Context: an optimization exercise on an open-source flow, tuned for a short achievable clock period and few clock cycles. The choices shown serve that exercise and are no tape-out recipe. Function not checked in this run: the RTL went through the layout flow alone. Power figures rest on the tool's default switching activity, not on a simulated workload.

==> design/flow/design.v <==
module mips #(parameter WIDTH = 32, REGBITS = 5)
             (input              clk,
              input              rst,
              output [WIDTH-1:0] pc,
              input  [WIDTH-1:0] instr,
              output [WIDTH-1:0] aluout,
              output [WIDTH-1:0] writedata,
              output             memwrite,
              input  [WIDTH-1:0] readdata);
    localparam OPCODEW   = 6;
    localparam SHAMTW    = 5;
    localparam FUNCTW    = 6;
    localparam IMMW      = 16;
    localparam JADDRW    = 26;
    localparam OP_RTYPE  = 6'b000000;
    localparam OP_LB     = 6'b100000;
    localparam OP_SB     = 6'b101000;
    localparam OP_LW     = 6'b100011;
    localparam OP_SW     = 6'b101011;
    localparam OP_BEQ    = 6'b000100;
    localparam OP_ADDI   = 6'b001000;
    localparam OP_J      = 6'b000010;
    wire [WIDTH-1:0] pcbranch_d;
    wire [WIDTH-1:0] pcbranch_f;
    wire             pcsrc_d;
    wire [WIDTH-1:0] pcjump_d;
    wire             jump_d;
    wire [WIDTH-1:0] pcplus4_f;
    wire [WIDTH-1:0] pcnext;
    wire             stall_f;
    wire             stall_d;
    wire [WIDTH-1:0] instr_d;
    wire [WIDTH-1:0] pcplus4_d;
    wire             rst_d;
    wire             nop_f;
    wire             nop_d;
    assign pcplus4_f = pc + 4;
    mux2    #(WIDTH) pcbranch_mux(pcplus4_f, pcbranch_d, pcsrc_d, pcbranch_f);
    mux2    #(WIDTH) pcnext_mux(pcbranch_f, pcjump_d, jump_d, pcnext);
    flopenr #(WIDTH) pc_flop(clk, rst, !stall_f, pcnext, pc);
    assign rst_d = rst | pcsrc_d | (jump_d & !stall_d);
    assign nop_f = pcsrc_d | jump_d;
    flopenr #(WIDTH) instr_d_flop(clk, rst_d, !stall_d, instr, instr_d);
    flopenr #(WIDTH) pcplus4_d_flop(clk, rst_d, !stall_d, pcplus4_f, pcplus4_d);
    flopenr #(1)     nop_d_flop(clk, rst, !stall_d, nop_f, nop_d);
    wire [OPCODEW-1:0] opcode_d;
    wire [REGBITS-1:0] rs_d;
    wire [REGBITS-1:0] rt_d;
    wire [REGBITS-1:0] rd_d;
    wire [SHAMTW-1:0]  shamt_d;
    wire [FUNCTW-1:0]  funct_d;
    wire [IMMW-1:0]    imm_d;
    wire [WIDTH-1:0]   signimm_d;
    assign { opcode_d, rs_d, rt_d, rd_d, shamt_d, funct_d } = instr_d;
    assign imm_d      = instr_d[IMMW-1:0];
    assign signimm_d  = {{(WIDTH-IMMW){imm_d[IMMW-1]}}, imm_d};
    assign pcbranch_d = {signimm_d[WIDTH-3:0],2'b00} + pcplus4_d;
    wire [JADDRW-1:0]  addr_d;
    assign addr_d     = instr_d[JADDRW-1:0];
    assign pcjump_d   = {pcplus4_d[WIDTH-1:WIDTH-4],addr_d,2'b00};
    wire               regwrite_w;
    wire [REGBITS-1:0] writereg_w;
    wire [WIDTH-1:0]   result_w;
    wire [WIDTH-1:0]   rd1_d;
    wire [WIDTH-1:0]   rd2_d;
    regfile #(WIDTH, REGBITS) rfile(clk, rst, regwrite_w, rs_d, rt_d,
                                    writereg_w, result_w,
                                    rd1_d, rd2_d);
    wire [WIDTH-1:0]   rd1_e;
    wire [WIDTH-1:0]   rd2_e;
    wire [REGBITS-1:0] rs_e;
    wire [REGBITS-1:0] rt_e;
    wire [REGBITS-1:0] rd_e;
    wire [WIDTH-1:0]   signimm_e;
    wire               flush_e;
    wire               rst_e;
    wire [WIDTH-1:0] forwarda_d;
    wire [WIDTH-1:0] forwardb_d;
    wire             forwarda_sel_d;
    wire             forwardb_sel_d;
    wire [WIDTH-1:0] aluout_m;
    mux2 #(WIDTH) forwarda_d_mux(rd1_d, aluout_m, forwarda_sel_d, forwarda_d);
    mux2 #(WIDTH) forwardb_d_mux(rd2_d, aluout_m, forwardb_sel_d, forwardb_d);
    assign rst_e = rst | flush_e;
    flopr #(WIDTH)   rd1_e_flop(clk, rst_e, forwarda_d, rd1_e);
    flopr #(WIDTH)   rd2_e_flop(clk, rst_e, forwardb_d, rd2_e);
    flopr #(REGBITS) rs_e_flop(clk, rst_e, rs_d, rs_e);
    flopr #(REGBITS) rt_e_flop(clk, rst_e, rt_d, rt_e);
    flopr #(REGBITS) rd_e_flop(clk, rst_e, rd_d, rd_e);
    flopr #(WIDTH)   signimm_e_flop(clk, rst_e, signimm_d, signimm_e);
    wire op_rtype_d;
    wire op_lb_d;
    wire op_sb_d;
    wire op_lw_d;
    wire op_sw_d;
    wire op_beq_d;
    wire op_addi_d;
    wire op_j_d;
    assign op_rtype_d = (opcode_d == OP_RTYPE);
    assign op_lb_d    = (opcode_d == OP_LB);
    assign op_sb_d    = (opcode_d == OP_SB);
    assign op_lw_d    = (opcode_d == OP_LW);
    assign op_sw_d    = (opcode_d == OP_SW);
    assign op_beq_d   = (opcode_d == OP_BEQ);
    assign op_addi_d  = (opcode_d == OP_ADDI);
    assign op_j_d     = (opcode_d == OP_J);
    wire regwrite_d;
    wire memtoreg_d;
    wire memwrite_d;
    wire branch_d;
    wire alusrc_d;
    wire regdst_d;
    wire [1:0] aluop_d;
    wire [2:0] alucontrol_d;
    assign regwrite_d   = !nop_d & (op_rtype_d | op_lw_d | op_lb_d | op_addi_d);
    assign memtoreg_d   = !nop_d & (op_lw_d | op_lb_d);
    assign memwrite_d   = !nop_d & (op_sw_d | op_sb_d);
    assign branch_d     = !nop_d & op_beq_d;
    assign alusrc_d     = !nop_d & (op_lw_d | op_sw_d | op_lb_d | op_sb_d | op_addi_d);
    assign regdst_d     = !nop_d & op_rtype_d;
    assign jump_d       = !nop_d & op_j_d;
    assign aluop_d      = (op_lw_d | op_sw_d | op_lb_d | op_sb_d | op_addi_d) ? 2'b00 :
                          (op_beq_d) ? 2'b01 :
                          (op_rtype_d) ? 2'b10 : 2'b11;
    alucontrol alucont(aluop_d, funct_d, alucontrol_d);
    wire equal_d;
    assign equal_d      = forwarda_d == forwardb_d;
    assign pcsrc_d      = equal_d & branch_d & (!stall_d);
    wire       regwrite_e;
    wire       memtoreg_e;
    wire       memwrite_e;
    wire       branch_e;
    wire       alusrc_e;
    wire       regdst_e;
    wire [2:0] alucontrol_e;
    flopr #(1) regwrite_e_flop(clk, rst_e, regwrite_d, regwrite_e);
    flopr #(1) memtoreg_e_flop(clk, rst_e, memtoreg_d, memtoreg_e);
    flopr #(1) memwrite_e_flop(clk, rst_e, memwrite_d, memwrite_e);
    flopr #(1) branch_e_flop(clk, rst_e, branch_d, branch_e);
    flopr #(1) alusrc_e_flop(clk, rst_e, alusrc_d, alusrc_e);
    flopr #(1) regdst_e_flop(clk, rst_e, regdst_d, regdst_e);
    flopr #(3) alucontrol_e_flop(clk, rst_e, alucontrol_d, alucontrol_e);
    wire [WIDTH-1:0]   srca_e;
    wire [WIDTH-1:0]   srcb_e;
    wire [1:0]         forwarda_sel_e;
    wire [1:0]         forwardb_sel_e;
    wire [WIDTH-1:0]   forwarda_e;
    wire [WIDTH-1:0]   forwardb_e;
    wire [REGBITS-1:0] writereg_e;
    wire [WIDTH-1:0]   aluout_e;
    wire               zero_e;
    wire [WIDTH-1:0]   writedata_e;
    mux4 #(WIDTH) forwarda_e_mux(rd1_e, result_w, aluout_m, 0, forwarda_sel_e, forwarda_e);
    mux4 #(WIDTH) forwardb_e_mux(rd2_e, result_w, aluout_m, 0, forwardb_sel_e, forwardb_e);
    mux2 #(WIDTH) srcb_e_mux(forwardb_e, signimm_e, alusrc_e, srcb_e);
    assign srca_e      = forwarda_e;
    assign writedata_e = forwardb_e;
    mux2 #(REGBITS) writereg_e_mux(rt_e, rd_e, regdst_e, writereg_e);
    alu  #(WIDTH)   alu0(srca_e, srcb_e, alucontrol_e, aluout_e, zero_e);
    wire               regwrite_m;
    wire               memtoreg_m;
    wire               memwrite_m;
    wire [WIDTH-1:0]   writedata_m;
    wire [REGBITS-1:0] writereg_m;
    flopr #(1)       regwrite_m_flop(clk, rst, regwrite_e, regwrite_m);
    flopr #(1)       memtoreg_m_flop(clk, rst, memtoreg_e, memtoreg_m);
    flopr #(1)       memwrite_m_flop(clk, rst, memwrite_e, memwrite_m);
    flopr #(WIDTH)   aluout_m_flop(clk, rst, aluout_e, aluout_m);
    flopr #(WIDTH)   writedata_m_flop(clk, rst, writedata_e, writedata_m);
    flopr #(REGBITS) writereg_m_flop(clk, rst, writereg_e, writereg_m);
    wire [WIDTH-1:0] readdata_m;
    assign aluout     = aluout_m;
    assign writedata  = writedata_m;
    assign memwrite   = memwrite_m;
    assign readdata_m = readdata;
    wire             memtoreg_w;
    wire [WIDTH-1:0] aluout_w;
    wire [WIDTH-1:0] readdata_w;
    flopr #(1)       regwrite_w_flop(clk, rst, regwrite_m, regwrite_w);
    flopr #(1)       memtoreg_w_flop(clk, rst, memtoreg_m, memtoreg_w);
    flopr #(WIDTH)   aluout_w_flop(clk, rst, aluout_m, aluout_w);
    flopr #(WIDTH)   readdata_w_flop(clk, rst, readdata_m, readdata_w);
    flopr #(REGBITS) writereg_w_flop(clk, rst, writereg_m, writereg_w);
    mux2 #(WIDTH) result_w_mux(aluout_w, readdata_w, memtoreg_w, result_w);
    hazard_detect #(WIDTH, REGBITS) hazard_unit(
        rs_d, rt_d, rs_e, rt_e,
        branch_d,
        memtoreg_e, memtoreg_m,
        regwrite_e, regwrite_m, regwrite_w,
        writereg_e, writereg_m, writereg_w,
        stall_f, stall_d, flush_e,
        forwarda_sel_d, forwardb_sel_d,
        forwarda_sel_e, forwardb_sel_e);
endmodule
module alucontrol #(parameter FUNCTW = 6)
                   (input  [1:0]        aluop,
                    input  [FUNCTW-1:0] funct,
                    output [2:0]        alucont);
    localparam FUNCT_ADD = 6'b100000;
    localparam FUNCT_SUB = 6'b100010;
    localparam FUNCT_AND = 6'b100100;
    localparam FUNCT_OR  = 6'b100101;
    localparam FUNCT_SLT = 6'b101010;
    wire funct_add;
    wire funct_sub;
    wire funct_and;
    wire funct_or;
    wire funct_slt;
    assign funct_add = (funct == FUNCT_ADD);
    assign funct_sub = (funct == FUNCT_SUB);
    assign funct_and = (funct == FUNCT_AND);
    assign funct_or  = (funct == FUNCT_OR);
    assign funct_slt = (funct == FUNCT_SLT);
    assign alucont = (aluop == 2'b00) ? 3'b010 :
                     (aluop == 2'b01) ? 3'b110 :
                     (aluop == 2'b10 && funct_add) ? 3'b010 :
                     (aluop == 2'b10 && funct_sub) ? 3'b110 :
                     (aluop == 2'b10 && funct_and) ? 3'b000 :
                     (aluop == 2'b10 && funct_or)  ? 3'b001  :
                     (aluop == 2'b10 && funct_slt) ? 3'b111 : 3'b101;
endmodule
module hazard_detect #(parameter WIDTH = 32, REGBITS = 5)
                      (input  [REGBITS-1:0] rs_d,
                       input  [REGBITS-1:0] rt_d,
                       input  [REGBITS-1:0] rs_e,
                       input  [REGBITS-1:0] rt_e,
                       input                branch_d,
                       input                memtoreg_e,
                       input                memtoreg_m,
                       input                regwrite_e,
                       input                regwrite_m,
                       input                regwrite_w,
                       input  [REGBITS-1:0] writereg_e,
                       input  [REGBITS-1:0] writereg_m,
                       input  [REGBITS-1:0] writereg_w,
                       output               stall_f,
                       output               stall_d,
                       output               flush_e,
                       output               forwarda_sel_d,
                       output               forwardb_sel_d,
                       output [1:0]         forwarda_sel_e,
                       output [1:0]         forwardb_sel_e);
    assign forwarda_sel_d =
        (rs_d != 0) && (rs_d == writereg_m) && regwrite_m;
    assign forwardb_sel_d =
        (rt_d != 0) && (rt_d == writereg_m) && regwrite_m;
    assign forwarda_sel_e =
        ((rs_e != 0) && (rs_e == writereg_m) && regwrite_m) ? 2'b10 :
        ((rs_e != 0) && (rs_e == writereg_w) && regwrite_w) ? 2'b01 : 2'b00;
    assign forwardb_sel_e =
        ((rt_e != 0) && (rt_e == writereg_m) && regwrite_m) ? 2'b10 :
        ((rt_e != 0) && (rt_e == writereg_w) && regwrite_w) ? 2'b01 : 2'b00;
    wire lw_stall;
    wire branch_stall;
    wire stall;
    assign lw_stall = ((rs_d == rt_e) || (rt_d == rt_e)) && memtoreg_e;
    assign branch_stall = 
        (branch_d && regwrite_e &&
            ((writereg_e == rs_d) || (writereg_e == rt_d))) ||
        (branch_d && memtoreg_m &&
            ((writereg_m == rs_d) || (writereg_m == rt_d)));
    assign stall    = lw_stall | branch_stall;
    assign stall_f  = stall;
    assign stall_d  = stall;
    assign flush_e  = stall;
endmodule
module alu #(parameter WIDTH = 32)
            (input  [WIDTH-1:0] a,
             input  [WIDTH-1:0] b,
             input  [2:0]       s,
             output [WIDTH-1:0] y,
             output             zero);
    assign y = (s == 3'b010) ? a + b :
               (s == 3'b110) ? a - b :
               (s == 3'b000) ? a & b :
               (s == 3'b001)  ? a | b :
               (s == 3'b111) ? ((a < b) ? 1 : 0) : 0;
    assign zero = (y == 0);
endmodule
module regfile #(parameter WIDTH = 32, REGBITS = 5)
                (input                clk,
                 input                rst,
                 input                regwrite,
                 input  [REGBITS-1:0] ra1,
                 input  [REGBITS-1:0] ra2,
                 input  [REGBITS-1:0] wa,
                 input  [WIDTH-1:0]   wd,
                 output [WIDTH-1:0]   rd1,
                 output [WIDTH-1:0]   rd2);
    integer i;
    reg [WIDTH-1:0] rf[0:(1<<REGBITS)-1];
    assign rd1 = (|ra1 == 0) ? 0 : rf[ra1];
    assign rd2 = (|ra2 == 0) ? 0 : rf[ra2];
    always @(negedge clk) begin
        if (rst) begin
            for (i = 0; i < (1 << REGBITS); i = i + 1) begin
                rf[i] <= 32'b0;
            end
        end else if (regwrite) begin
            rf[wa] <= wd;
        end
    end
endmodule
module flop #(parameter WIDTH = 32)
             (input                  clk,
              input      [WIDTH-1:0] d,
              output reg [WIDTH-1:0] q);
    always @(posedge clk) begin
        q <= d;
    end
endmodule
module flopr #(parameter WIDTH = 32)
              (input                  clk,
               input                  rst,
               input      [WIDTH-1:0] d,
               output reg [WIDTH-1:0] q);
    always @(posedge clk) begin
        if (rst)
            q <= 0;
        else
            q <= d;
    end
endmodule
module flopenr #(parameter WIDTH = 32)
                (input                  clk,
                 input                  rst,
                 input                  en,
                 input      [WIDTH-1:0] d,
                 output reg [WIDTH-1:0] q);
    always @(posedge clk) begin
        if (rst)
            q <= 0;
        else if (en)
            q <= d;
    end
endmodule
module mux2 #(parameter WIDTH = 32)
             (input  [WIDTH-1:0] d0,
              input  [WIDTH-1:0] d1,
              input              s,
              output [WIDTH-1:0] y);
    assign y = s ? d1 : d0;
endmodule
module mux4 #(parameter WIDTH = 32)
             (input  [WIDTH-1:0] d0,
              input  [WIDTH-1:0] d1,
              input  [WIDTH-1:0] d2,
              input  [WIDTH-1:0] d3,
              input  [1:0]       s,
              output [WIDTH-1:0] y);
    assign y = (s == 2'b00) ? d0 :
               (s == 2'b01) ? d1 :
               (s == 2'b10) ? d2 : d3;
endmodule
==> design/flow/run.sh <==
#!/bin/bash
# synth_recipe.tcl (not shown) runs the flow's synth.tcl, then flattens the netlist and writes it again
# the make line also repeats each setting of config.mk as NAME=value (left out here)
make -C /OpenROAD-flow-scripts/flow DESIGN_CONFIG=/design/flow/config.mk WORK_HOME=/design/flow/orfs CLKGATE_MAP_FILE= SYNTH_SCRIPT=/design/flow/synth_recipe.tcl finish
==> design/flow/config.mk <==
export PLATFORM = sky130hd
export DESIGN_NAME = mips
export DESIGN_NICKNAME = mips
export VERILOG_FILES = /design/flow/design.v
export SDC_FILE = /design/flow/constraint.sdc
export NUM_CORES = 4
export LEC_CHECK = 0
export CAP_MARGIN = 20
export CORE_MARGIN = 2
export CORE_UTILIZATION = 40
export SLEW_MARGIN = 20
==> design/flow/constraint.sdc <==
create_clock -name core_clock -period 12.0 [get_ports {clk}]
set_input_delay 2.4000 -clock core_clock [delete_from_list [all_inputs] [get_ports {clk}]]
set_output_delay 2.4000 -clock core_clock [all_outputs]
set_load 0.01 [all_outputs]
==> impl_metrics.csv <==
group,metric,value,unit
power,peakVddDrop,0.1160,mV
detailed_routing,viasPerCell,5.975,
floorplanning,fp-row-count,156,
grt,grt_start_max_net_pins,98,
clock_tree,cts.sinks,1362,
critical_path,setup.worst_path.start,"rfile.rf[6][20]",
critical_path,cp.depth,13,
synth,netlist_area,0.07239,sq mm
critical_path,critPathMaxFanout,11,
layout,layout-drive-gt1-share,15.13,%
critical_path,cp_num_buf_inv,1,
synth,ys_types,95,
clock_tree,cts_buffers,154,
layout,num-fill-cells,16260,
clock_tree,path_clk_slew,0.06,ns
sta,holdWs,0.4559,ns
detailed_routing,vias,57430,
critical_path,r2r_end,"pc_flop.q[10]",
placement,io_buffers,162,
grt,grt_first_pass_wirelength,382800,microns
synth,netlist_instances,6106,
critical_path,worstPathRequired,12.76,ns
synth,synth_flop_cell,"edfxtp_1",
sta,fin_worst_skew,0.07725,ns
worst_hold_path,hold_path.class,"reg -> reg",
synth,synth_top_cell_area_share,42.47,%
critical_path,worstPathCellList,"mux4_1 > mux4_2 > nand2_1 > a221oi_1 > o21a_1 > or4b_1 > or4_1 > nor4_4 > nor2_1 > a21o_1 > buf_4 > a221oi_1 > a21o_1",
detailed_routing,postRouteWirelength,266300,microns
clock_tree,root_buffer,"clkbuf_16",
detailed_routing,drc_errors,0,
clock_tree,htreeDepth,4,
sta,setup_violations,0,
synth,synth_warnings,7,
power,leakage,33.35,nW
detailed_routing,ant_nets,0,
sta,drv_slew,0,
status,run_status,"complete, no violations",
clock_tree,cts_hold_buf,0,
critical_path,critical_path.slowest_cell,"or4b_1",
detailed_routing,drt_pass1_iterations,6,
clock_tree,worst_skew_pair.late_latency,0.84,ns
placement,hpwl,170000,microns
synth,postSynth.asyncResetShare,0,%
synth,ys_seq_area_share,51.82,%
critical_path,startpoint_type,"flop",
clock_tree,cts_setup_buffers,0,
power,power_density,158.1,mW/mm^2
critical_path,path_delay_family,"simple AND/OR/NAND/NOR gates",
layout,syn_to_final_growth,18.89,%
grt,antenna_found_initial,6,
clock_tree,cts.path.max_buffers,3,
critical_path,max_stage_delay,0.55,ns
synth,synthTopCellsByArea,"edfxtp_1, mux4_2, dfxtp_1",
synth,ys_ff_latch,1362,
grt,grt_overflow_total,0,
synth,syn_nets,6301,
floorplanning,io_pins,163,
synth,syn_avg_cell_area,11.86,sq um
sta,setup-tns-final,0,ns
critical_path,crit_end,"pc_flop.q[10]",
placement,place_congestion,0.9434,
sta,rsz0062_at_grt,"false",
floorplanning,die_h,429.4,microns
clock_tree,post_cts_resized,0,
clock_tree,cts_tree,"yes",
synth,synth-edff-count,1024,
synth,yosysMostFrequentCell,"nor2_1",
sta,relSlewSlack,17.93,%
grt,grt_pass1_vias,58230,
detailed_routing,routedWlPerCell,27.70,microns
critical_path,end_kind,"flop",
layout,nets,7302,
worst_hold_path,min_from,"memwrite_e_flop.q",
critical_path,r2r_cells,13,
sta,worst_slew_pin_slew,1.231,ns
grt,grt.total_usage,28.34,%
synth,synthTopCellsByCount,"nor2_1, edfxtp_1, mux4_2",
floorplanning,core_area,0.1804,sq mm
critical_path,cp.arrival,11.72,ns
synth,synth_top_area_cell,"edfxtp_1",
floorplanning,dieWidth,429.4,microns
critical_path,r2r-start,"rfile.rf[6][20]",
job,maxCapViolCount,0,
floorplanning,dieArea,0.1844,sq mm
floorplanning,initial_core_util,40.14,%
detailed_routing,drtIter0Drc,7163,
sta,hold_violations,0,
critical_path,path_class,"reg -> reg",
critical_path,reg2reg_setup_slack,1.04,ns
==> per-stage QoR <==
step	setup WS (ns)	instances	util (%)	area [sq um]	total power, W
2_1_floorplan	1.283	6106	-	72390	0.007186
3_3_place_gp	1.081	8286	42.61	76840	0.007930
3_5_place_dp	1.088	8295	42.72	77050	0.007960
4_1_cts	1.112	9604	47.66	85960	0.01365
5_1_grt	0.9193	9608	47.72	86060	0.01425
6_report	1.040	9612	47.72	86070	0.01361
==> layout by cell type, fill, tap and decap left out, drive strengths merged, types with 12 or more instances in the layout <==
master / netlist / layout
mux2i: 235 / 235
nor2: 1269 / 1269
buf: 162 / 207
a21oi: 193 / 193
nor4: 18 / 18
and2: 42 / 42
o21a: 30 / 30
a21o: 31 / 31
nor2b: 162 / 162
o31ai: 15 / 15
a22o: 20 / 20
a31oi: 15 / 15
o21bai: 16 / 16
nand2: 362 / 362
nand2b: 65 / 65
nor3: 56 / 56
o22ai: 27 / 27
inv: 124 / 1193
dfxtp: 338 / 338
clkdlybuf4s50: 0 / 161
and3: 31 / 31
a221o: 13 / 13
clkinvlp: 0 / 40
nand4: 18 / 18
clkinv: 2 / 19
clkbuf: 385 / 170
nand3: 46 / 46
ha: 126 / 126
a211oi: 90 / 90
a22oi: 90 / 90
edfxtp: 1024 / 1024
xnor2: 102 / 102
or3: 12 / 12
a221oi: 68 / 68
mux4: 484 / 484
xor2: 53 / 53
o21ai: 232 / 232
bufinv: 0 / 14
==> cell type report <==
type	instances	area [sq um]	share of cell area (%)
sequential	1362	37550	43.63
multi-input combinational	4071	32450	37.71
inverter	125	469.2	0.5452
clock buffer	169	4025	4.677
clock inverter	1141	4887	5.678
antenna	5	12.51	0.01454
timing repair buffer	369	3702	4.302
tap	2370	2965	3.445
==> layer usage <==
layer	up-vias	part of all wire, %	track usage (%)	routed length [microns]
li1	24530	-	-	-
met1	28580	37	34.79	97780
met2	3657	47	45.10	125300
met3	659	12	8.824	31000
met4	2	4.6	14.34	12190
met5	-	0.0049	0	13
==> power breakdown <==
| part | total [W] | switching [W] | internal [W] |
|---|---|---|---|
| registers | 0.00546 | 0.000185 | 0.00527 |
| clock network | 0.00616 | 0.00298 | 0.00318 |
| logic | 0.00199 | 0.00123 | 0.000762 |
| total | 0.0136 | 0.00439 | 0.00922 |
==> kinds of logic after synthesis <==
logic type	synth area share, %
multiplexers	18.51
adder cells (fa/ha/maj)	2.261
AND/OR/NAND/NOR	12.74
flip-flops	51.82
XOR/XNOR	1.875
AO/OA/AOI/OAI	8.515
buffers and inverters	4.269
==> flip-flops by register name, summed over array words and instances (netlist names), 32 cells and up <==
name                flops
pcplus4_d_flop.q       32
rd1_e_flop.q           32
readdata_w_flop.q      32
rfile.rf             1024
writedata_m_flop.q     32
rd2_e_flop.q           32
instr_d_flop.q         32
pc_flop.q              32
aluout_w_flop.q        32
aluout_m_flop.q        32
==> how the worst min path moves through the flow <==
stage                                endpoint  cells past startpoint
after floorplan             memwrite_m_flop.q                      1
after global placement    pcplus4_d_flop.q[0]                      2
after detailed placement    memwrite_m_flop.q                      1
after CTS                 pcplus4_d_flop.q[0]                      2
after global routing        memwrite_m_flop.q                      1
final                       memwrite_m_flop.q                      1
